This is an optimization exercise on Yosys and OpenROAD, whose aim is small area and a short achievable clock period, not a production implementation. Function was checked by simulation only, so behaviour that the tests miss may differ from the original.

## flow/config.mk

```make
export PLATFORM = sky130hd
export DESIGN_NAME = half_sigmoid
export DESIGN_NICKNAME = half_sigmoid
export VERILOG_FILES = /design/flow/design.v
export SDC_FILE = /design/flow/constraint.sdc
export NUM_CORES = 8
export LEC_CHECK = 0
export ABC_AREA = 1
export CAP_MARGIN = 20
export CORE_MARGIN = 2
export CORE_UTILIZATION = 40
export GPL_TIMING_DRIVEN = 0
export SETUP_SLACK_MARGIN = 5
export SLEW_MARGIN = 20
```

## flow/constraint.sdc

```tcl
create_clock -name core_clock -period 9.5 [get_ports {clk}]
set_input_delay 1.9000 -clock core_clock [delete_from_list [all_inputs] [get_ports {clk}]]
set_output_delay 1.9000 -clock core_clock [all_outputs]
set_load 0.01 [all_outputs]
```

## flow/design.v

```verilog
module recip_pl(input [9:0] m, output [11:0] a, output [5:0] s, output corr);
localparam [1535:0] TA = 1536'h40440840c41041441841c42142542942d43243643b43f44444844d45245645b46046546946e47347947e48248748d49249749d4a24a74ad4b24b84bd4c34c94cf4d44da4e04e64ec4f24f84fe50550b51151851e52552c53253954054754e55555c56356b5725795815895905985a05a85b05b85c05c95d15d95e25eb5f45fd60660f61862162b63463e64865265c66667067b68569069b6a66b16bc6c86d36df6eb6f770370f71c72973674375075e76b7797877967a47b37c27d17e07f0800;
localparam [767:0] TS = 768'h41041040e39440e39039339439350e4d454e38e61838e5d55585d56156155db7176186186175dc6d77176dd69b71d75d71b79e69e79e79e79e79e99e79e9269a69a68e7927a2aaa89ea9eab2eb2cbaebb0c30bb0d37df5e35df8f7bf7efbdfbe;
localparam [1023:0] TC = 1024'ha0000400a000008000a000a00004a0000004a0a8a80909a8a004040009040008000800040101000000000000400000004000400041000000000000000000000000010000000000000006000000000606060400200600000002020040124000020202002a000a000000000004040400090004000100400100400000;
wire [6:0] h = m[9:3];
assign s = TS[h*6 +: 6];
assign a = TA[h*12 +: 12];
assign corr = TC[m];
endmodule
module half_sigmoid(
input rstn,
input clk,
input in_valid,
input [15:0] a,
output out_valid,
output [15:0] c
);
localparam DROWS = 2;                           
localparam DSTG  = (10 + DROWS - 1) / DROWS;    
localparam LAT   = 8 + DSTG;                    
reg [LAT:0] vpipe;
always @(posedge clk)
  if (!rstn) vpipe <= 0;
  else       vpipe <= {vpipe[LAT-1:0], in_valid};
assign out_valid = vpipe[LAT];
wire [4:0] E_i   = a[14:10];
wire       clp_i = (E_i > 5'd17);
reg  [9:0] M_0; reg [4:0] E_0; reg s_0, sp_0;
always @(posedge clk) begin
  M_0  <= clp_i ? 10'd0 : a[9:0];
  E_0  <= clp_i ? 5'd18 : E_i;
  s_0  <= a[15];
  sp_0 <= (a[15:1] == 15'h0200);
end
wire        ez_a = (E_0 == 5'd0);
wire [21:0] N_a  = {11'b0, 1'b1, M_0};
wire [21:0] t_a  = (N_a << 10) + (N_a << 9) - (N_a << 6) + (N_a << 2) + N_a;
wire        t21  = t_a[21];
wire [10:0] ym_a = ez_a ? 11'd0 : (t21 ? t_a[21:11] : t_a[20:10]);
reg [10:0] ym_1; reg [4:0] E_1; reg t21_1, sy_1, sp_1;
always @(posedge clk) begin
  ym_1 <= ym_a; E_1 <= E_0; t21_1 <= t21 & ~ez_a; sy_1 <= ~s_0; sp_1 <= sp_0;
end
wire [4:0]  ey_b  = E_1 + {4'b0, t21_1};
wire        big_b = ey_b >= 5'd14;                 
wire [2:0]  ysh_b = ey_b[2:0] - 3'd6;              
wire [14:0] Y_b   = {4'b0, ym_1} << ysh_b;         
wire [3:0]  ip_b  = Y_b[14:11] + {3'b0, Y_b[10]};
wire [10:0] Fa_b  = Y_b[10] ? (11'd0 - Y_b[10:0]) : Y_b[10:0];
reg  [3:0]  lz_b;
integer ib;
always @* begin
  lz_b = 4'd11;
  for (ib = 0; ib < 11; ib = ib + 1)
    if (Fa_b[ib]) lz_b = 4'd10 - ib[3:0];
end
wire [10:0] Fn_b  = Fa_b << lz_b;
wire [10:0] fm_b  = big_b ? Fn_b : ym_1;
wire [4:0]  fe_b  = big_b ? (5'd14 - {1'b0, lz_b}) : ey_b;
wire        fs_b  = sy_1 ^ (big_b & Y_b[10]);
wire [4:0]  ipv_b = big_b ? (sy_1 ? (5'd0 - {1'b0, ip_b}) : {1'b0, ip_b}) : 5'd0;
wire [12:0] z_b = big_b ? {Fa_b, 2'b00} :
                  (ey_b == 5'd13) ? {1'b0, ym_1, 1'b0} :
                  (ey_b == 5'd12) ? {2'b0, ym_1} : 13'd0;
wire u1 = z_b >= 13'd1824, u2 = z_b >= 13'd2580, u3 = z_b >= 13'd3160,
     u4 = z_b >= 13'd3648, u5 = z_b >= 13'd4078;
wire v1  = z_b >= 13'd1074, v2  = z_b >= 13'd1518, v3  = z_b >= 13'd1859,
     v4  = z_b >= 13'd2148, v5  = z_b >= 13'd2400, v6  = z_b >= 13'd2630,
     v7  = z_b >= 13'd2840, v8  = z_b >= 13'd3036, v9  = z_b >= 13'd3220,
     v10 = z_b >= 13'd3394, v11 = z_b >= 13'd3560, v12 = z_b >= 13'd3718,
     v13 = z_b >= 13'd3870, v14 = z_b >= 13'd4016;
wire [3:0] k_b = {v8, (v4 & ~v8) | v12,
                  (v2 & ~v4) | (v6 & ~v8) | (v10 & ~v12) | v14,
                  (v1 & ~v2) | (v3 & ~v4) | (v5 & ~v6) | (v7 & ~v8) |
                  (v9 & ~v10) | (v11 & ~v12) | (v13 & ~v14)};
wire [2:0] w_b = {~u4, ~u2 | u4, ~u1 | (u2 & ~u3) | (u4 & ~u5)};
reg [10:0] fm_2; reg [4:0] fe_2; reg fs_2; reg [4:0] ipv_2; reg [3:0] k_2; reg [2:0] w_2;
always @(posedge clk) begin
  fm_2 <= fm_b; fe_2 <= fe_b; fs_2 <= fs_b; ipv_2 <= sp_1 ? 5'b10000 : ipv_b;    
  k_2 <= k_b; w_2 <= w_b;
end
wire [21:0] F_c  = {11'b0, fm_2};
wire [21:0] u_c  = (F_c << 4) + (w_2[2] ? (F_c << 2) : 22'd0) + (w_2[1] ? (F_c << 1) : 22'd0) +
                   (w_2[0] ? F_c : 22'd0);
wire [21:0] tp_c = (F_c << 10) + (F_c << 9) - u_c;
wire        tp21 = tp_c[21];
wire [4:0] fe10_c = fe_2 + 5'd10;
wire [4:0] shA_c  = (fe10_c < 5'd16) ? 5'd9 : (5'd25 - fe10_c);
wire [4:0] shB_c  = (fe10_c < 5'd15) ? 5'd9 : (5'd24 - fe10_c);
reg [11:0] tpt_4; reg [3:0] shA_4, shB_4, f15_4; reg tp21_4; reg [3:0] k_4; reg fs_4; reg [4:0] ipv_4;
always @(posedge clk) begin
  tpt_4 <= tp_c[21:10]; shA_4 <= shA_c[3:0]; shB_4 <= shB_c[3:0]; f15_4 <= 4'd15 - fe_2[3:0];
  tp21_4 <= tp21; k_4 <= k_2; fs_4 <= fs_2; ipv_4 <= ipv_2;
end
wire [10:0] mp_4   = tp21_4 ? tpt_4[11:1] : tpt_4[10:0];
wire [3:0]  sh_e   = tp21_4 ? shB_4 : shA_4;       
wire [10:0] pint_e = mp_4 >> sh_e;
wire [10:0] msk_e  = ~(11'h7ff << sh_e);
wire        stk_e  = |(mp_4 & msk_e);
wire [12:0] q3_e   = {(11'd1092 + {7'b0, k_4}), 2'b00};
wire [12:0] n_e    = fs_4 ? (q3_e + {2'b0, pint_e}) : (q3_e + {2'b11, ~pint_e} + {12'b0, ~stk_e});
wire        e27_e  = n_e[12];
wire [10:0] Mq_e   = e27_e ? n_e[12:2] : n_e[11:1];
reg [10:0] drem [0:DSTG];
reg [9:0]  dden [0:DSTG];     
reg [11:0] dq   [0:DSTG];
reg [3:0]  dS   [0:DSTG];
reg        dt21, de27;
reg        dfs  [0:DSTG];
reg [4:0]  dipv [0:DSTG];
always @(posedge clk) begin
  drem[0] <= mp_4; dden[0] <= Mq_e[9:0]; dq[0] <= 12'd0; dS[0] <= f15_4; dt21 <= tp21_4; de27 <= e27_e;
  dfs[0] <= fs_4; dipv[0] <= ipv_4;
end
genvar gs;
generate for (gs = 0; gs < DSTG; gs = gs + 1) begin : dstage
  reg [10:0] rem_o; reg [11:0] q_o;
  reg [11:0] r2, df; reg ge;
  integer rr, bit_i;
  always @* begin
    rem_o = drem[gs]; q_o = dq[gs];
    for (rr = 0; rr < DROWS; rr = rr + 1) begin
      bit_i = 11 - (gs*DROWS + rr);
      if (bit_i >= 2) begin
        if (bit_i == 11) r2 = {1'b0, rem_o};
        else             r2 = {rem_o, 1'b0};
        df = {1'b0, r2[10:0]} - {2'b01, dden[gs]};
        ge = r2[11] | ~df[11];
        q_o[bit_i] = ge;
        rem_o = ge ? df[10:0] : r2[10:0];
      end
    end
  end
  always @(posedge clk) begin
    drem[gs+1] <= rem_o; dq[gs+1] <= q_o; dden[gs+1] <= dden[gs];
    dS[gs+1] <= (gs == 0) ? (dS[gs] + {3'b0, de27} - {3'b0, dt21}) : dS[gs]; dfs[gs+1] <= dfs[gs]; dipv[gs+1] <= dipv[gs];
  end
end endgenerate
wire [11:0] q12_f = {dq[DSTG][11:2], 2'b00};
wire        bq_f  = q12_f[11];
wire [3:0]  S_f   = dS[DSTG];                      
wire [10:0] Qs_f  = q12_f >> S_f;
wire [11:0] low_f = q12_f & ~(12'hfff << S_f);
wire [12:0] r2s_f = bq_f ? {1'b0, drem[DSTG], 1'b0} : {drem[DSTG], 2'b00};
wire        stl_f = r2s_f >= {2'b01, dden[DSTG]};
wire        dstk_f = (|low_f) | stl_f;
wire [11:0] X_f = !dfs[DSTG] ? (12'd2048 + {1'b0, Qs_f[10:1], 1'b0}) :
                               (12'd2048 - {1'b0, Qs_f} - {11'b0, dstk_f});
wire [4:0] ipv_f = dipv[DSTG];
wire       pos_f = ~ipv_f[4] & (ipv_f != 5'd0);
wire       zr_f  = (ipv_f == 5'd0);
wire [4:0] sa_f  = pos_f ? (5'd12 - ipv_f) : (5'd1 - ipv_f);
reg [11:0] X_6; reg pos_6, zr_6; reg [3:0] sa_6; reg sp_6;
always @(posedge clk) begin
  X_6 <= X_f; pos_6 <= pos_f; zr_6 <= zr_f; sa_6 <= sa_f[3:0] | {4{sa_f[4]}}; sp_6 <= (ipv_f == 5'b10000);
end
wire [11:0] Xs_g = X_6 >> sa_6;                      
wire [13:0] S_g  = {1'b0, X_6, 1'b0} + (14'd1 << sa_6);  
reg  [9:0]  p1m_g; reg [4:0] ce_g;                    
always @* begin
  if (!pos_6) begin
    if (zr_6 && X_6[11]) begin p1m_g = {1'b0, X_6[10:2]}; ce_g = 5'd13; end
    else                 begin p1m_g = Xs_g[9:0];         ce_g = 5'd14; end
  end else begin
    if (S_g[13])      begin p1m_g = S_g[12:3]; ce_g = 5'd1 + {1'b0, sa_6}; end
    else if (S_g[12]) begin p1m_g = S_g[11:2]; ce_g = 5'd2 + {1'b0, sa_6}; end
    else              begin p1m_g = S_g[10:1]; ce_g = 5'd3 + {1'b0, sa_6}; end
  end
end
reg [9:0] p1m_7; reg [4:0] ce_7; reg sp_7;
always @(posedge clk) begin
  p1m_7 <= p1m_g; ce_7 <= ce_g; sp_7 <= sp_6;
end
wire [11:0] ra_h; wire [5:0] rs_h; wire rc_h;
recip_pl u_rcp(.m(p1m_7), .a(ra_h), .s(rs_h), .corr(rc_h));
reg [11:0] ra_8; reg [5:0] rs_8; reg [2:0] rl_8; reg rc_8; reg [4:0] ce_8; reg sp_8;
always @(posedge clk) begin
  ra_8 <= ra_h; rs_8 <= rs_h; rl_8 <= p1m_7[2:0]; rc_8 <= rc_h; ce_8 <= ce_7; sp_8 <= sp_7;
end
wire [8:0]  sl_i = rs_8 * rl_8 + 9'd16;
wire [11:0] r_i  = ra_8 - {8'b0, sl_i[8:5]} - {11'b0, rc_8};
reg [15:0] c_r;
always @(posedge clk) c_r <= sp_8 ? 16'hf801 : {1'b0, ce_8 + {4'b0, r_i[11]}, r_i[9:0]};
assign c = c_r;
endmodule
```

## flow/flow/run.sh

```bash
#!/bin/bash
# Standard ORFS layout, except that after the standard synthesis the
# combinational logic between the registers is re-mapped by ABC for area
# (flip-flops, their names and cell types are kept as synthesis made them),
# the port buffers are buf_4 cells and timing repair aims at a 3.7 ns period
# (setup margin 5.8 ns at the design's 9.5 ns clock; the SDC is unchanged).
set -euo pipefail
RES=$PWD/orfs/results/$FLOW_PLATFORM/half_sigmoid/base
YOSYS=$FLOW_HOME/../tools/install/yosys/bin/yosys
bash standard.sh synth > synth.log 2>&1
cp $RES/1_2_yosys.v $RES/1_2_yosys_std.v
LIB=$FLOW_HOME/platforms/$FLOW_PLATFORM/lib/sky130_fd_sc_hd__tt_025C_1v80.lib \
IN=$RES/1_2_yosys_std.v OUT=$RES/1_2_yosys.v TOP=$FLOW_TOP \
  $YOSYS -c flow/remap.tcl > remap.log 2>&1
bash standard.sh finish BUFFER_PORTS_ARGS="-buffer_cell sky130_fd_sc_hd__buf_4" SETUP_SLACK_MARGIN=5.8 > standard.log 2>&1
```

## flow/flow/abc.constr

```
set_driving_cell sky130_fd_sc_hd__buf_1
set_load 5
```

## flow/flow/remap.tcl

```tcl
yosys -import
set lib $::env(LIB)
set dont {}
foreach c {probe_p_8 probec_p_8} { lappend dont -dont_use sky130_fd_sc_hd__$c }
lappend dont -dont_use {sky130_fd_sc_hd__lpflow_*} -dont_use {sky130_fd_sc_hd__fill_*}
read_liberty -ignore_miss_func $lib
read_verilog $::env(IN)
hierarchy -top $::env(TOP)
set seq {}
foreach m [split [string trim [tee -q -s result.string select -list-mod =A:liberty_cell]] "\n"] { }
# keep flip-flops and tie cells as cells
foreach c [split [exec grep -o {sky130_fd_sc_hd__\(df\|conb\|dl\|sdf\|ed\)[a-z0-9_]*} $::env(IN) | sort -u] "\n"] {
  if {$c ne ""} { setattr -mod -set keep_hierarchy 1 $c; lappend seq $c }
}
flatten
opt_clean
abc -liberty $lib {*}$dont -script "+strash;dch,-f;map,-D,2200;topo;buffer;upsize;dnsize;strash;dch,-f;map,-D,2200;topo;buffer;upsize;dnsize;strash;dch,-f;map,-D,2200;topo;buffer;upsize;dnsize;strash;dch,-f;map,-D,2200;topo;buffer;upsize;dnsize;strash;dch,-f;map,-D,2200;topo;buffer;upsize;dnsize;strash;dch,-f;map,-D,2200;topo;buffer;upsize;dnsize" -constr flow/abc.constr
opt_clean -purge
foreach c $seq { blackbox $c }
hierarchy -top $::env(TOP)
hilomap -singleton -hicell sky130_fd_sc_hd__conb_1 HI -locell sky130_fd_sc_hd__conb_1 LO
splitnets
opt_clean -purge
tee -o $::env(OUT).stat stat -liberty $lib
write_verilog -noattr -noexpr -nohex -nodec $::env(OUT)
```

## flow/standard.sh

```bash
#!/bin/bash
# synth_recipe.tcl (not shown) runs the flow's synth.tcl, then flattens the netlist and writes it again
# the make line also repeats each setting of config.mk as NAME=value (left out here)
make -C /OpenROAD-flow-scripts/flow DESIGN_CONFIG=/design/flow/config.mk WORK_HOME=/design/flow/orfs CLKGATE_MAP_FILE= SYNTH_SCRIPT=/design/flow/synth_recipe.tcl "${@:-finish}"
```

==> impl_metrics.toml, run 1 <==
[synth]
synth_area_um2 = 24900
syn_nets = 3826
syn_avg_cell_area_um2 = 6.54
ys.warnings.count = 7
synth_cells = 3807

[floorplan]
rows = 91
die_h_um = 254
ios = 36
die_w_um = 254
start_util_pct = 40.4
coreArea_um2 = 61600
die-area_um2 = 64300

[detailed_routing]
viasPerCell = 5.09
wl_per_cell_um = 13.8
drtIter0Drc = 1756
first_pass_iters = 6
via_count = 24513
wl_mm = 66.5
antenna_left = 0
drc = 0

[worst_setup_path]
r2r-end = "k_2[1]"
cp.arrival_ns = 3.91
worstSetupEndpointType = "flop"
slowest_delay_ns = 0.32
critPathBufInv = 3
required_ns = 9.89
reg2regPathDepth = 22
crit_cells = 22
path_max_fanout = 10
path_class = "reg -> reg"
cp_cell_sequence = "and2_4 -> nor2_4 -> buf_6 -> nand2_1 -> o21ai_1 -> nand2_1 -> o21ai_1 -> nor2_2 -> nor2_1 -> nand4_1 -> nor2_1 -> inv_1 -> nor2_1 -> nand2_1 -> nand2_2 -> xor2_4 -> a21oi_4 -> buf_4 -> o21ai_1 -> nor2_1 -> o21ai_1 -> nand4_1"
startpoint_type = "flop"
crit_family = "simple AND/OR/NAND/NOR gates"
r2r_setup_slack_ns = 5.98
slowest_stage = "dfxtp_1"
r2r-start = "E_1[0]"

[timing]
timing.fmax_mhz = 284
rsz0062_at_grt = "true"
relSlewSlack_pct = 34.0
final-setup-viol-count = 0
final-max-slew-violation-count = 0
timing.final.ws_setup_ns = 5.98
final.min_clock_period_ns = 3.52
fin_crit_sh_pct = 37.0
worst_pin_slew_ns = 0.987
hold_violations = 0
fin_worst_skew_ns = 0.0464
tns_ns = 0

[placement]
dp_hpwl_mm = 50.7
place_inst = 4679
globalplace.congestion = 1.01
post-place-ws_ns = 5.70
portBuffers = 35

[global_routing]
track_usage_pct = 20.4
grt_max_degree = 14
grt_pass1_wl_mm = 110
first_global_vias = 22704
antenna_found_initial = 0
grt.overflow.total = 0

[job]
maxCapViolations = 0

[clocking]
clockRootBuffer = "clkbuf_16"
max-clock-path-buffers = 3
cts_made_buffers = 48
htree_levels = 2
cts.clk_slew.worst_paths_ns = 0.06
tritoncts = "built"
clock_latency_ns = 0.60
clock_sinks = 410

[cells_and_area]
nets = 3964
final_layout_size_suffix_gt1_share_pct = 12.0
stdcell_count = 4816
antennaDiodeCount = 0
synthToLayoutAreaGrowth_pct = 15.9

[status]
status = "finished clean"

[hold_path]
hold_start = "dq[3][11]"
hold_class = "reg -> reg"
hold-path-endpoint = "dq[4][11]"
min_delay_path_depth = 0
==> metal layers <==
layer / wire [µm] / GRT usage, % / part of all wire [%]
met2: 30800 / 34.4 / 46
met5: 0 / 0 / 0
met3: 3280 / 2.87 / 4.9
met1: 30300 / 26.4 / 46
met4: 2130 / 7.42 / 3.2
==> worst register-to-register path, stage by stage, from the launching register on <==
cell and delay, ns:
dfxtp_1 0.32, and2_4 0.17, nor2_4 0.18, buf_6 0.16
nand2_1 0.05, o21ai_1 0.14, nand2_1 0.08, o21ai_1 0.13
nor2_2 0.10, nor2_1 0.13, nand4_1 0.13, nor2_1 0.14
inv_1 0.07, nor2_1 0.08, nand2_1 0.12, nand2_2 0.15
xor2_4 0.32, a21oi_4 0.15, buf_4 0.19, o21ai_1 0.16
nor2_1 0.10, o21ai_1 0.09, nand4_1 0.19
==> layout make-up <==
type	count	area, µm²
fillers	6426	32700
repair buffers	86	663
clock buffers	59	1330
inverters	528	1990
well taps	837	1050
clock inverters	25	308
flip-flops and latches	410	8230
plain buffers	75	468
multi-input cells	2796	14800
==> registers in the layout (all words and copies together) (netlist names), 6 cells and up <==
name	cells
X_6	12
ym_1	11
dfs	6
c_r	16
dS	24
ra_8	12
p1m_7	10
dden	60
tpt_4	12
dq	30
fm_2	11
dipv	30
M_0	10
rs_8	6
vpipe	14
drem	66
==> how the worst max path moves through the flow <==
stage | from | endpoint | slack [ns]
final | E_1[0] | k_2[1] | 5.98
after global placement | tpt_4[11] | dden[0][0] | 5.69
after floorplan | E_1[0] | k_2[0] | 6.52
after detailed placement | tpt_4[11] | dden[0][0] | 5.70
after CTS | t21_1 | k_2[1] | 5.80
after global routing | rl_8[2] | c_r[12] | 5.74
==> cell usage in the layout (no fill, tap or decap), types with 34 or more instances in the layout <==
master	count
nor3_1	50
dfxtp_1	398
xor2_1	84
or2_2	37
a21oi_1	184
clkbuf_16	49
o22ai_1	40
a31oi_1	34
nand2_1	838
nor2_1	518
nand3_1	170
inv_1	500
clkbuf_1	37
buf_4	89
o21ai_1	57
xnor2_1	55
o21ai_0	256
==> what timing repair did <==
action / CTS / global route
setup endpoints to repair: 2 / 120
cloned: 0 / 6
hold buffers: 0 / 0
gates resized for setup: 3 / 197
setup buffers: 0 / 47
pin swaps: 0 / 55
==> stage by stage <==
stage          hold WS [ns]  cell area (µm²)  util, %
2_1_floorplan         0.310            24900        -
3_3_place_gp          0.310            26200     42.6
3_5_place_dp          0.312            26200     42.6
4_1_cts               0.289            27900     45.2
5_1_grt               0.287            28900     46.9
6_report              0.291            28900     46.9
==> run 2, diff against run 1 <==
==> flow/flow/run.sh (replaced) <==
#!/bin/bash
# Standard ORFS layout, except that after the standard synthesis the
# combinational logic between the registers is re-mapped by ABC for area
# (flip-flops, their names and cell types are kept as synthesis made them),
# the port buffers are buf_4 cells and timing repair aims at a 3.9 ns period
# (setup margin 5.6 ns at the design's 9.5 ns clock; the SDC is unchanged).
set -euo pipefail
RES=$PWD/orfs/results/$FLOW_PLATFORM/half_sigmoid/base
YOSYS=$FLOW_HOME/../tools/install/yosys/bin/yosys
bash standard.sh synth > synth.log 2>&1
cp $RES/1_2_yosys.v $RES/1_2_yosys_std.v
LIB=$FLOW_HOME/platforms/$FLOW_PLATFORM/lib/sky130_fd_sc_hd__tt_025C_1v80.lib \
IN=$RES/1_2_yosys_std.v OUT=$RES/1_2_yosys.v TOP=$FLOW_TOP \
  $YOSYS -c flow/remap.tcl > remap.log 2>&1
bash standard.sh finish BUFFER_PORTS_ARGS="-buffer_cell sky130_fd_sc_hd__buf_4" SETUP_SLACK_MARGIN=5.6 > standard.log 2>&1
--- a/flow/config.mk
+++ b/flow/config.mk
@@ -9,6 +9,8 @@
 export CAP_MARGIN = 20
 export CORE_MARGIN = 2
 export CORE_UTILIZATION = 40
+export CTS_BUF_LIST = sky130_fd_sc_hd__clkbuf_8
+export CTS_CLUSTER_SIZE = 30
 export GPL_TIMING_DRIVEN = 0
 export SETUP_SLACK_MARGIN = 5
 export SLEW_MARGIN = 20
==> run 2 against run 1 <==
Compared with the run above: critical path type unchanged; highest routed layer unchanged; synthesized cell count did not move; synthesized area did not move; sequential share of layout area rose by 0.73 points.
==> impl_metrics.toml, run 2 <==
[worst_setup_path]
r2r_setup_slack_ns = 5.88
slowest_stage = "dfxtp_1"
cp_cell_sequence = "and2_4 -> nor2_4 -> clkbuf_4 -> nand2_1 -> o21ai_1 -> nand2_1 -> o21ai_1 -> nor2_1 -> a31oi_2 -> nand4_1 -> nor2_1 -> inv_1 -> o21ai_1 -> xor2_2 -> inv_2 -> o21ai_4 -> nand2_1 -> nor2_1 -> a31oi_1 -> nand3_1 -> nand4_1"
path_max_fanout = 10
path_class = "reg -> reg"
worstSetupEndpointType = "flop"
cp.arrival_ns = 4.08
slowest_delay_ns = 0.32
crit_family = "simple AND/OR/NAND/NOR gates"
required_ns = 9.96
startpoint_type = "flop"
critPathBufInv = 3

[timing]
fin_hold_ws_ns = 0.305
relSlewSlack_pct = 36.4
tns_ns = 0
fin_crit_sh_pct = 38.1
worst_pin_slew_ns = 0.950
hold_violations = 0
final-max-slew-violation-count = 0
final.min_clock_period_ns = 3.62
fin_worst_skew_ns = 0.0326
timing.fmax_mhz = 276
final-setup-viol-count = 0
rsz0062_at_grt = "false"

[cells_and_area]
largest_register_ffs = 66
layout.area.seq_um2 = 8210
regMostFlops = "drem"
final_common_cell = "nand2_1"
reg_top3 = "drem: 66 flops, dden: 60 flops"
fillers = 6523
fin_area_um2 = 28100
final_layout_size_suffix_gt1_share_pct = 9.84
mostFrequentLayoutCells = "848 x nand2_1, 530 x nor2_1, 525 x inv_1"
synthToLayoutAreaGrowth_pct = 12.8
multi_input_area_um2 = 14500
nets = 3944

[placement]
postPlaceCellArea_um2 = 26200
dp_hpwl_mm = 50.7
portBuffers = 35
globalplace.congestion = 1.01

[clocking]
cts.clk_slew.worst_paths_ns = 0.06
clock_sinks = 410
htree_levels = 3
clock_latency_ns = 0.65
cts_made_buffers = 71
tritoncts = "built"
clockRootBuffer = "clkbuf_8"
max-clock-path-buffers = 3

[job]
maxCapViolations = 0

[detailed_routing]
wl_per_cell_um = 13.5
viasPerCell = 5.05
wl_mm = 65.3
drc = 0
first_pass_iters = 6
antenna_left = 0
drtIter0Drc = 1966
via_count = 24323

[floorplan]
ios = 36
coreArea_um2 = 61600
rows = 91
die-area_um2 = 64300
die_h_um = 254
start_util_pct = 40.4
die_w_um = 254

[global_routing]
grt_max_degree = 11
grt_pass1_wl_mm = 110
first_global_vias = 22839
antenna_found_initial = 1
grt_use_met2_pct = 34.3
track_usage_pct = 20.5
grt.overflow.total = 0
use_met3_pct = 3.31
busiest_layer = "met2"
grt_util_met1_pct = 26.2

[synth]
syn_avg_cell_area_um2 = 6.54
ys.warnings.count = 7
synth_cells = 3807
syn_nets = 3826
synth_area_um2 = 24900

[status]
status = "finished clean"

[hold_path]
hold_class = "reg -> reg"
-- run 2: metrics by stage --
stage	util, %	setup WS [ns]	std cells
after floorplan	-	6.52	3807
after global placement	42.6	5.69	4679
after detailed placement	42.6	5.70	4679
after CTS	45.2	5.73	4809
after global routing	45.6	5.57	4820
final	45.6	5.88	4820
-- run 2: per-layer routing --
metal  vias to the layer above  wire, µm
li1                      12730         -
met1                     10762     29600
met2                       660     29900
met3                       171      3420
met4                         0      2350
met5                         -         0
-- run 2: final cells by class --
type                    count  area share, %
clock inverters            43           1.45
plain buffers              75           1.53
flip-flops and latches    410           29.2
repair buffers             45           1.20
diodes                      1        0.00891
multi-input cells        2794           51.5
inverters                 528           7.05
well taps                 837           3.73
clock buffers              87           4.26
-- run 2: final timing paths --
kind	from	cells after the start	to
worst max-delay path	E_1[0]	21	k_2[1]
worst min-delay path	dS[1][3]	0	dS[2][3]
worst max register to register	E_1[0]	21	k_2[1]
worst min register to register	dS[1][3]	0	dS[2][3]
-- run 2: timing repair --
action                                  4_1_cts  5_1_grt
endpoints found under the setup margin        0       81
buffers inserted                              0       10
hold buffers                                  0        0
resized for setup                             0       62
==> run 3, diff against run 2 <==
--- a/flow/config.mk
+++ b/flow/config.mk
@@ -9,8 +9,6 @@
 export CAP_MARGIN = 20
 export CORE_MARGIN = 2
 export CORE_UTILIZATION = 40
-export CTS_BUF_LIST = sky130_fd_sc_hd__clkbuf_8
-export CTS_CLUSTER_SIZE = 30
 export GPL_TIMING_DRIVEN = 0
 export SETUP_SLACK_MARGIN = 5
 export SLEW_MARGIN = 20
==> run 3 against run 2 <==
Compared with the run above: still clean on timing, DRC and antenna; clock skew up 0.0082 ns; final cell count down 0.93%; worst setup slack better by 0.046 ns; core utilization up 0.10 points; die area unchanged.
==> impl_metrics.toml, run 3 <==
[global_routing]
grt.overflow.total = 0
antenna_found_initial = 0
grt_pass1_wl_mm = 110
grt_max_degree = 14
first_global_vias = 22704
track_usage_pct = 20.4

[cells_and_area]
largest_register_ffs = 66
regMostFlops = "drem"
synthToLayoutAreaGrowth_pct = 13.1
final_layout_size_suffix_gt1_share_pct = 9.29
antennaDiodeCount = 0
layout.area.seq_um2 = 8210
final_common_cell = "nand2_1"
nets = 3923
stdcell_count = 4775
fillers = 6455
multi_input_area_um2 = 14500
mostFrequentLayoutCells = "848 x nand2_1, 528 x nor2_1, 507 x inv_1"
reg_top3 = "drem: 66 flops, dden: 60 flops"

[clocking]
max-clock-path-buffers = 3
cts_made_buffers = 48
htree_levels = 2
clock_latency_ns = 0.59
cts.clk_slew.worst_paths_ns = 0.06
clockRootBuffer = "clkbuf_16"
tritoncts = "built"
clock_sinks = 410

[floorplan]
rows = 91
start_util_pct = 40.4
die_h_um = 254
die-area_um2 = 64300
die_w_um = 254
coreArea_um2 = 61600
ios = 36

[detailed_routing]
drc = 0
wl_mm = 65.2
via_count = 24188
drtIter0Drc = 1783
first_pass_iters = 6
viasPerCell = 5.07
wl_per_cell_um = 13.7
antenna_left = 0

[job]
maxCapViolations = 0

[synth]
synth_area_um2 = 24900
ys.warnings.count = 7
syn_avg_cell_area_um2 = 6.54
synth_cells = 3807
syn_nets = 3826

[timing]
fin_worst_skew_ns = 0.0407
final-max-slew-violation-count = 0
hold_violations = 0
tns_ns = 0
relSlewSlack_pct = 33.3
worst_pin_slew_ns = 0.997
rsz0062_at_grt = "false"
fin_crit_sh_pct = 37.6
timing.fmax_mhz = 280
final.min_clock_period_ns = 3.57
final-setup-viol-count = 0

[worst_setup_path]
path_max_fanout = 10
path_class = "reg -> reg"
cp.arrival_ns = 3.97
worstSetupEndpointType = "flop"
startpoint_type = "flop"
critPathBufInv = 4
cp_cell_sequence = "and2_4 -> nor2_4 -> clkbuf_4 -> o21ai_1 -> nand2_1 -> o21ai_1 -> o21ai_0 -> inv_1 -> nor2_1 -> inv_1 -> o21ai_1 -> xor2_2 -> inv_2 -> o21ai_4 -> nand2_1 -> nor2_2 -> a31oi_1 -> nand3_1 -> nand4_1"
required_ns = 9.89
slowest_delay_ns = 0.43
crit_family = "compound AO/OA/AOI/OAI gates"
critPathMostFrequentCell = "o21ai_1"
slowest_stage = "o21ai_0"
r2r_setup_slack_ns = 5.93

[placement]
portBuffers = 35
place_inst = 4679
globalplace.congestion = 1.01
dp_hpwl_mm = 50.7

[status]
status = "finished clean"

[hold_path]
hold_class = "reg -> reg"
==> run 3: cell type report <==
type | count | area share [%]
Multi-Input combinational cell | 2794 | 51.5
Clock inverter | 25 | 1.09
Clock buffer | 59 | 4.74
Sequential cell | 410 | 29.2
Tap cell | 837 | 3.72
Inverter | 528 | 7.04
Timing Repair Buffer | 47 | 1.25
Buffer | 75 | 1.54
==> run 3: final timing paths <==
path	startpoint	to	cells after the start
min reg2reg	dq[3][11]	dq[4][11]	0
max reg2reg	E_1[0]	k_2[1]	19
max	E_1[0]	k_2[1]	19
min	dq[3][11]	dq[4][11]	0
==> run 3: repair_timing <==
item                                    CTS  global route
gates resized for setup                   0            70
setup buffers                             0            12
hold buffers                              0             0
endpoints found under the setup margin    0            79
==> run 3: layer usage <==
layer  vias to the layer above  GRT usage [%]  part of all wire [%]
met5                         -              0                     0
met4                         0           7.42                   3.3
met3                       155           2.87                   5.3
met2                       602           34.4                    46
met1                     10738           26.4                    46
li1                      12693              -                     -
==> run 3: worst register-to-register path: stages, from the launching register on <==
cell	delay (ns)
dfxtp_1	0.32
and2_4	0.17
nor2_4	0.14
clkbuf_4	0.22
o21ai_1	0.11
nand2_1	0.08
o21ai_1	0.11
o21ai_0	0.43
inv_1	0.08
nor2_1	0.14
inv_1	0.06
o21ai_1	0.19
xor2_2	0.23
inv_2	0.11
o21ai_4	0.23
nand2_1	0.14
nor2_2	0.16
a31oi_1	0.15
nand3_1	0.12
nand4_1	0.17
==> run 3: metrics by stage <==
| stage | cell area (µm²) | hold WS (ns) | setup WS, ns | util (%) |
|---|---|---|---|---|
| after CTS | 27900 | 0.289 | 5.69 | 45.2 |
| after global placement | 26200 | 0.310 | 5.69 | 42.6 |
| after floorplan | 24900 | 0.310 | 6.52 | - |
| after global routing | 28200 | 0.287 | 5.57 | 45.7 |
| after detailed placement | 26200 | 0.312 | 5.70 | 42.6 |
| final | 28200 | 0.294 | 5.93 | 45.7 |
==> run 4, diff against run 3 <==
--- a/flow/flow/remap.tcl
+++ b/flow/flow/remap.tcl
@@ -14,7 +14,7 @@
 }
 flatten
 opt_clean
-abc -liberty $lib {*}$dont -script "+strash;dch,-f;map,-D,2200;topo;buffer;upsize;dnsize;strash;dch,-f;map,-D,2200;topo;buffer;upsize;dnsize;strash;dch,-f;map,-D,2200;topo;buffer;upsize;dnsize;strash;dch,-f;map,-D,2200;topo;buffer;upsize;dnsize;strash;dch,-f;map,-D,2200;topo;buffer;upsize;dnsize;strash;dch,-f;map,-D,2200;topo;buffer;upsize;dnsize" -constr flow/abc.constr
+abc -liberty $lib {*}$dont -script "+strash;dch,-f;map,-D,2000;topo;buffer;upsize;dnsize;strash;dch,-f;map,-D,2000;topo;buffer;upsize;dnsize;strash;dch,-f;map,-D,2000;topo;buffer;upsize;dnsize;strash;dch,-f;map,-D,2000;topo;buffer;upsize;dnsize;strash;dch,-f;map,-D,2000;topo;buffer;upsize;dnsize;strash;dch,-f;map,-D,2000;topo;buffer;upsize;dnsize" -constr flow/abc.constr
 opt_clean -purge
 foreach c $seq { blackbox $c }
 hierarchy -top $::env(TOP)
==> run 4 against run 3 <==
Compared with the run above: still clean; first-iteration DRC count rose by 9.1%; non-clock buffer count rose by 2; worst hold slack improved by 0.012 ns; wire length rose by 6.9%; critical path depth rose by 3; sequential share of layout area fell by 0.66 points; cell area rose by 2.3%; count of clock-buffer cells in the layout fell by 3; critical path type unchanged; highest routed layer unchanged.
==> impl_metrics.toml, run 4 <==
[floorplan]
start_util_pct = 40.4
die-area_um2 = 65800
coreArea_um2 = 63100
ios = 36
rows = 92
die_w_um = 256
die_h_um = 256

[worst_setup_path]
cp.arrival_ns = 4.09
r2r_setup_slack_ns = 5.93
slowest_stage = "nor2_2"
r2r-start = "E_1[0]"
startpoint_type = "flop"
worstSetupEndpointType = "flop"
required_ns = 10.02
path_max_fanout = 10
crit_cells = 22
path_class = "reg -> reg"
r2r-end = "fm_2[8]"
critPathBufInv = 2
critical_path.endpoint = "fm_2[8]"
reg2regPathDepth = 22
crit_family = "simple AND/OR/NAND/NOR gates"
slowest_delay_ns = 0.32
critPathMostFrequentCell = "nand2_1"
crit_start = "E_1[0]"
cp_cell_sequence = "nand2_1 -> inv_1 -> nor2_2 -> clkbuf_4 -> nand2_1 -> o21ai_1 -> nand2_1 -> o211ai_1 -> nand3_1 -> nor2_1 -> nand2_1 -> nor2_1 -> nand3_1 -> nand2_1 -> nand2_1 -> nand2_2 -> o21ai_0 -> nor2_2 -> nand2_1 -> o211ai_1 -> nand3_1 -> nand4_1"

[synth]
synth_area_um2 = 25500
syn_avg_cell_area_um2 = 6.45
synth_cells = 3951
syn_nets = 3970
ys.warnings.count = 7

[timing]
rsz0062_at_grt = "true"
relSlewSlack_pct = 40.0
hold_violations = 0
final.min_clock_period_ns = 3.57
fin_crit_sh_pct = 37.5
worst_pin_slew_ns = 0.897
final-setup-viol-count = 0
fin_worst_skew_ns = 0.0230
fin_hold_ws_ns = 0.307
tns_ns = 0
timing.fmax_mhz = 280
final-max-slew-violation-count = 0

[job]
maxCapViolations = 0

[clocking]
htree_levels = 2
clock_sinks = 410
clockRootBuffer = "clkbuf_16"
postCtsHoldBufs = 0
cts_made_buffers = 45
clock_latency_ns = 0.58
max-clock-path-buffers = 3
cts.clk_slew.worst_paths_ns = 0.06
tritoncts = "built"

[global_routing]
first_global_vias = 23499
grt_max_degree = 16
track_usage_pct = 20.8
antenna_found_initial = 0
grt_pass1_wl_mm = 115
grt.overflow.total = 0

[detailed_routing]
drc = 0
wl_mm = 69.7
via_count = 25626
antenna_left = 0
drtIter0Drc = 1946
wl_per_cell_um = 14.2
first_pass_iters = 6
viasPerCell = 5.20

[placement]
portBuffers = 35
globalplace.congestion = 0.994
dp_hpwl_mm = 54.2

[cells_and_area]
final_common_cell = "nand2_1"
largest_register_ffs = 66
reg_top3 = "drem: 66 flops, dden: 60 flops"
mostFrequentLayoutCells = "933 x nand2_1, 513 x nor2_1, 501 x inv_1"
synthToLayoutAreaGrowth_pct = 13.0
antennaDiodeCount = 0
final_layout_size_suffix_gt1_share_pct = 8.65
regMostFlops = "drem"
nets = 4065

[status]
status = "finished clean"

[hold_path]
hold_class = "reg -> reg"
run 4: area by class of cell:
class	count	area, µm²
fill	6727	34300
multi-input combinational	2952	15200
sequential	410	8210
inverter	513	1930
clock buffer	56	1260
tap	846	1060
buffer	76	418
timing repair buffer	48	360
clock inverter	26	350
run 4: layer usage:
metal  routed length [µm]  track usage [%]
met1                31600             26.9
met2                31900             35.0
met3                 3900             3.05
met4                 2390             7.40
met5                    0                0
run 4: how the worst min path moves through the flow:
stage                   from  endpoint  slack, ns  cells after the start
finish              f15_4[0]  dS[0][0]       0.31                      0
global placement     ce_7[1]   ce_8[1]       0.31                      0
floorplan            ce_7[0]   ce_8[0]       0.31                      0
CTS                 f15_4[0]  dS[0][0]       0.31                      0
global route        f15_4[0]  dS[0][0]       0.32                      0
detailed placement   ce_7[3]   ce_8[3]       0.31                      0
run 4: what timing repair did:
| item | in CTS | in global routing |
|---|---|---|
| buffers inserted | 0 | 13 |
| setup endpoints to repair | 0 | 66 |
| resized for setup | 0 | 81 |
run 4: stage by stage:
step / worst slack [ns] / util (%) / instance area, µm² / cells
finish: 5.93 / 45.7 / 28800 / 4927
global route: 5.55 / 45.7 / 28800 / 4927
CTS: 5.64 / 45.1 / 28400 / 4914
detailed placement: 5.71 / 42.5 / 26800 / 4832
global placement: 5.63 / 42.5 / 26800 / 4832
floorplan: 6.57 / - / 25500 / 3951
==> run 5, diff against run 4 <==
--- a/flow/flow/remap.tcl
+++ b/flow/flow/remap.tcl
@@ -14,7 +14,7 @@
 }
 flatten
 opt_clean
-abc -liberty $lib {*}$dont -script "+strash;dch,-f;map,-D,2000;topo;buffer;upsize;dnsize;strash;dch,-f;map,-D,2000;topo;buffer;upsize;dnsize;strash;dch,-f;map,-D,2000;topo;buffer;upsize;dnsize;strash;dch,-f;map,-D,2000;topo;buffer;upsize;dnsize;strash;dch,-f;map,-D,2000;topo;buffer;upsize;dnsize;strash;dch,-f;map,-D,2000;topo;buffer;upsize;dnsize" -constr flow/abc.constr
+abc -liberty $lib {*}$dont -script "+strash;dch,-f;map,-D,2400;topo;buffer;upsize;dnsize;strash;dch,-f;map,-D,2400;topo;buffer;upsize;dnsize;strash;dch,-f;map,-D,2400;topo;buffer;upsize;dnsize;strash;dch,-f;map,-D,2400;topo;buffer;upsize;dnsize;strash;dch,-f;map,-D,2400;topo;buffer;upsize;dnsize;strash;dch,-f;map,-D,2400;topo;buffer;upsize;dnsize" -constr flow/abc.constr
 opt_clean -purge
 foreach c $seq { blackbox $c }
 hierarchy -top $::env(TOP)
==> run 5 against run 4 <==
Compared with the run above: register-to-register slack worse by 0.09 ns; first-iteration DRC count down 8.7%; synthesized area down 4.7%; flip-flop and latch count unchanged; wire length down 10%; final cell count down 5.5%; maximum frequency down 2.5%; count of clock-buffer cells in the layout down 1.
==> impl_metrics.toml, run 5 <==
[timing]
timing.final.ws_setup_ns = 5.84
hold_violations = 0
worst_pin_slew_ns = 0.814
relSlewSlack_pct = 44.3
final-max-slew-violation-count = 0
fin_crit_sh_pct = 38.5
final-setup-viol-count = 0
final.min_clock_period_ns = 3.66
rsz0062_at_grt = "false"
fin_worst_skew_ns = 0.0158
tns_ns = 0
timing.fmax_mhz = 273

[placement]
globalplace.congestion = 1.01
dp_hpwl_mm = 48.1
portBuffers = 35
post-place-ws_ns = 5.50

[hold_path]
hold_class = "reg -> reg"
hold_start = "dS[2][2]"
min_delay_path_depth = 0
hold-path-endpoint = "dS[3][2]"

[synth]
ys.warnings.count = 7
syn_avg_cell_area_um2 = 6.53
syn_nets = 3742
synth_cells = 3723
synth_area_um2 = 24300

[clocking]
clockRootBuffer = "clkbuf_16"
cts.clk_slew.worst_paths_ns = 0.06
tritoncts = "built"
max-clock-path-buffers = 3
htree_levels = 2
clock_sinks = 410
clock_latency_ns = 0.57
cts_made_buffers = 45

[floorplan]
start_util_pct = 40.3
rows = 90
coreArea_um2 = 60200
die_h_um = 250
die_w_um = 250
ios = 36
die-area_um2 = 62700

[cells_and_area]
layout.area.seq_um2 = 8230
antennaDiodeCount = 0
nets = 3857
multi_input_area_um2 = 14300
mostFrequentLayoutCells = "792 x nand2_1, 563 x nor2_1, 479 x inv_1"
fillers = 6192
largest_register_ffs = 66
final_common_cell = "nand2_1"
final_layout_size_suffix_gt1_share_pct = 10.7
reg_top3 = "drem: 66 flops, dden: 60 flops"
regMostFlops = "drem"
synthToLayoutAreaGrowth_pct = 14.3

[worst_setup_path]
path_class = "reg -> reg"
reg2regPathDepth = 8
r2r-start = "p1m_7[3]"
startpoint_type = "flop"
worstSetupEndpointType = "flop"
r2r_setup_slack_ns = 5.84
path_max_fanout = 10
cp.arrival_ns = 4.06
r2r-end = "ra_8[3]"
required_ns = 9.90

[detailed_routing]
viasPerCell = 5.12
wl_mm = 62.7
via_count = 23811
first_pass_iters = 6
drtIter0Drc = 1776
antenna_left = 0
wl_per_cell_um = 13.5
drc = 0

[global_routing]
grt.overflow.total = 0
grt_pass1_wl_mm = 104
grt_max_degree = 16
track_usage_pct = 19.5
antenna_found_initial = 0
first_global_vias = 21835

[status]
status = "finished clean"

[job]
maxCapViolations = 0
==> run 5: cell count changes in the layout (fill, tap and decap cells not counted), sizes merged, moves of 18 or more <==
cell   delta
nand4    -20
xnor2    +20
a31oi    -18
nand3    -87
nand2   -121
nor2     +75
==> run 5: metal layers <==
metal / wire, µm / vias to the layer above / part of all wire [%] / GRT usage (%)
met4: 2460 / 0 / 3.9 / 7.99
met2: 28900 / 673 / 46 / 33.1
met3: 3610 / 175 / 5.8 / 3.18
met1: 27700 / 10556 / 44 / 24.6
li1: - / 12407 / - / -
met5: 0 / - / 0 / 0
==> run 5: worst max path at each step <==
stage,start,to,slack [ns],cells past startpoint
floorplan,sa_6[1],p1m_7[5],6.38,26
global placement,E_1[0],k_2[0],5.45,19
detailed placement,sa_6[1],p1m_7[5],5.50,25
CTS,sa_6[1],p1m_7[8],5.57,26
global route,tpt_4[11],dden[0][6],5.56,23
finish,p1m_7[3],ra_8[3],5.84,8
==> run 5: layout make-up <==
type / instances / area share (%)
multi-input combinational: 2745 / 51.5
sequential: 410 / 29.6
inverter: 499 / 6.78
clock buffer: 55 / 4.33
tap: 782 / 3.52
timing repair buffer: 68 / 1.88
buffer: 69 / 1.36
clock inverter: 27 / 1.03
==> run 5: timing repair <==
action                     CTS  global route
resized for setup            9           147
setup endpoints to repair    8           124
hold buffers                 0             0
setup buffers                0            33
pin swaps                    0            26
==> run 5: through the flow <==
step	std cells	hold slack (ns)	util [%]	instance area, µm²
after floorplan	3723	0.310	-	24300
after global placement	4540	0.310	42.4	25500
after detailed placement	4540	0.312	42.4	25500
after CTS	4622	0.314	44.9	27100
after global routing	4655	0.327	46.1	27800
final	4655	0.318	46.1	27800
==> run 5: worst max-delay path: stages, from the launching register on <==
cell	delay (ns)
dfxtp_1	0.30
clkbuf_1	0.48
inv_1	0.32
nor2_1	0.59
nor2_1	0.19
nor2_2	0.41
nor2_1	0.18
a2111oi_0	0.77
o32ai_1	0.25

## port drivers added, routing unchanged
How much do the figures lean on ideal ports? The routed layouts below were timed once more, with nothing changed but the port constraints. Step 1 sets driving cells, clkbuf_16 on the clock port and buf_2 on the other inputs (assumed; they add their load-dependent delay and slew). Step 2 adds t to the input delays and takes it off the output delays; t is the mean of the earliest and latest rising clock arrival at the registers after step 1. Input paths then give back, and output paths get back, about the clock's delay inside the block. Three values: no drivers, after step 1, after step 2; two values: the first two.
| run | shift t [ns] | slack for setup (ns) | hold slack, ns | slew at the worst register clock pin (ns) |
|---|---|---|---|---|
| run 1 | 0.639 | 5.983 / 5.983 / 5.983 | 0.291 / 0.291 / 0.291 | 0.07 / 0.07 |
| run 2 | 0.695 | 5.880 / 5.880 / 5.880 | 0.305 / 0.305 / 0.305 | 0.07 / 0.07 |
| run 3 | 0.636 | 5.926 / 5.926 / 5.926 | 0.294 / 0.294 / 0.294 | 0.07 / 0.07 |
| run 4 | 0.631 | 5.933 / 5.933 / 5.933 | 0.307 / 0.307 / 0.307 | 0.06 / 0.06 |
| run 5 | 0.629 | 5.841 / 5.841 / 5.841 | 0.318 / 0.318 / 0.318 | 0.06 / 0.06 |
After both steps every run listed still meets setup and hold.
